Source: an optimization exercise on an open RTL-to-GDS flow (aim: small area and a short achievable clock period). Production flows keep margins and buffers that such runs may drop. Power is estimated from default activity; no workload was simulated.

## main
// div_uu
module div_uu(clk, rst, ena, iready, z, d, q, s, div0, ovf, oready);
  input         clk, rst, ena, iready;
  input  [63:0] z;
  input  [31:0] d;
  output [31:0] q, s;
  output        div0, ovf, oready;
  reg    [31:0] q, s;
  reg           div0, ovf, oready;
  reg [63:0] Z0; reg [31:0] N0; reg V0;
  always @(posedge clk) begin
    if (ena) begin Z0 <= z; N0 <= ~d; end
    if (rst) V0 <= 1'b0; else if (ena) V0 <= iready;
  end
  wire n1; g0 un1(N0[0], n1);
  wire n2; g0 un2(N0[1], n2);
  wire n3; g0 un3(N0[2], n3);
  wire n4; g0 un4(N0[3], n4);
  wire n5; g0 un5(N0[4], n5);
  wire n6; g0 un6(N0[5], n6);
  wire n7; g0 un7(N0[6], n7);
  wire n8; g0 un8(N0[7], n8);
  wire n9; g0 un9(N0[8], n9);
  wire n10; g0 un10(N0[9], n10);
  wire n11; g0 un11(N0[10], n11);
  wire n12; g0 un12(N0[11], n12);
  wire n13; g0 un13(N0[12], n13);
  wire n14; g0 un14(N0[13], n14);
  wire n15; g0 un15(N0[14], n15);
  wire n16; g0 un16(N0[15], n16);
  wire n17; g0 un17(N0[16], n17);
  wire n18; g0 un18(N0[17], n18);
  wire n19; g0 un19(N0[18], n19);
  wire n20; g0 un20(N0[19], n20);
  wire n21; g0 un21(N0[20], n21);
  wire n22; g0 un22(N0[21], n22);
  wire n23; g0 un23(N0[22], n23);
  wire n24; g0 un24(N0[23], n24);
  ...
Settings: LEC_CHECK=0, CAP_MARGIN=20, CORE_MARGIN=2, CORE_UTILIZATION=55, CTS_CLUSTER_SIZE=30, SETUP_SLACK_MARGIN=3.0, SLEW_MARGIN=20, SYNTH_HIERARCHICAL=1, SYNTH_MINIMUM_KEEP_SIZE=0; clock period 5.5 ns.
standard.sh (not shown) runs the stock make flow with config.mk's settings and CLKGATE_MAP_FILE= SYNTH_SCRIPT=/design/flow/synth_recipe.tcl, a recipe that flattens the netlist after the stock synthesis.
==> flow/flow/run.sh <==
#!/bin/bash
# Standard layout, with one change: after the standard synthesis, every
# sky130_fd_sc_hd__a21oi_2 that synthesis picked for a gate module is set
# back to sky130_fd_sc_hd__a21oi_1 (same pins and function); the later
# repair steps size up again whatever timing needs.
set -euo pipefail
bash standard.sh synth > synth.log 2>&1
R=orfs/results/${FLOW_PLATFORM}/div_uu/base
grep -c 'sky130_fd_sc_hd__a21oi_2 ' "$R/1_2_yosys.v" > downsize.log || true
sed -i 's/\bsky130_fd_sc_hd__a21oi_2 /sky130_fd_sc_hd__a21oi_1 /' "$R/1_2_yosys.v"
grep -c 'sky130_fd_sc_hd__a21oi_1 ' "$R/1_2_yosys.v" >> downsize.log || true
rm -f "$R/1_synth.odb" "$R/1_synth.sdc"
bash standard.sh finish > finish.log 2>&1
main finished all stages; the layout is clean.
Changes in the feature branch relative to main:
Settings: CORE_UTILIZATION: 55 -> 50; SETUP_SLACK_MARGIN: 3.0 -> 2.9; CTS_CLUSTER_SIZE: 30 -> unset.
==> flow/run.sh (new file) <==
#!/bin/bash
# synth_recipe.tcl (not shown) runs the flow's synth.tcl, then flattens the netlist and writes it again
# the make line also repeats each setting of config.mk as NAME=value (left out here)
make -C /OpenROAD-flow-scripts/flow DESIGN_CONFIG=/design/flow/config.mk WORK_HOME=/design/flow/orfs CLKGATE_MAP_FILE= SYNTH_SCRIPT=/design/flow/synth_recipe.tcl finish
removed: flow/flow/run.sh
removed: flow/standard.sh
[summary]
Portion of the layout cell area used by non-clock buffers is higher on main
In the metrics for main and the feature branch, the one carrying the higher area fraction of clock buffers and clock inverters is main.
Global-route usage: the feature branch vs main down 2.4 points
Final weighted congestion in routability-driven placement, main and the feature branch: higher on main
A end of the critical path of q[28] is what the feature branch shows, while R20[15] belongs to main.
The feature branch reports a lower cell area power density than main does.
The area added between synthesis and finish in the feature branch was lower than what main gave.
The feature branch: final area is about 3% higher than what main reported.
Fraction of standard cell area in multi-input logic: the feature branch vs main up 2.0 points
Relative to main, power share of the sequential group has decreased by 0.4 points in the feature branch.
Against main, the feature branch comes in about 3.6% lower on non-clock buffer count.
STATUS final worst setup slack: the feature branch loses against main
No functional check of the RTL was part of any run of this note.

==> afterwards: timing with drivers on the ports <==
The flow's constraints put no driver on any port. The routed layouts listed below were extracted and timed again, unchanged, in two steps. Step 1 assumes that a clkbuf_16 drives the clock port and a buf_2 every other input. Step 2, shift: input delay + t, output delay - t, t = (earliest + latest rising clock arrival at the registers) / 2. This alone moves slack from input paths to output paths. Three values: ideal ports, drivers, drivers and shift; two values: the first two.
run	shift t [ns]	setup slack, ns	worst data-port slew with drivers (ns)
main	1.006	2.925 / 2.864 / 2.278	0.08
the feature branch	1.019	2.879 / 2.776 / 2.395	0.10
After both steps setup and hold are still met in every run listed. For main, which loses most, drivers alone change the setup slack by -0.061 ns; drivers and shift together by -0.647 ns.
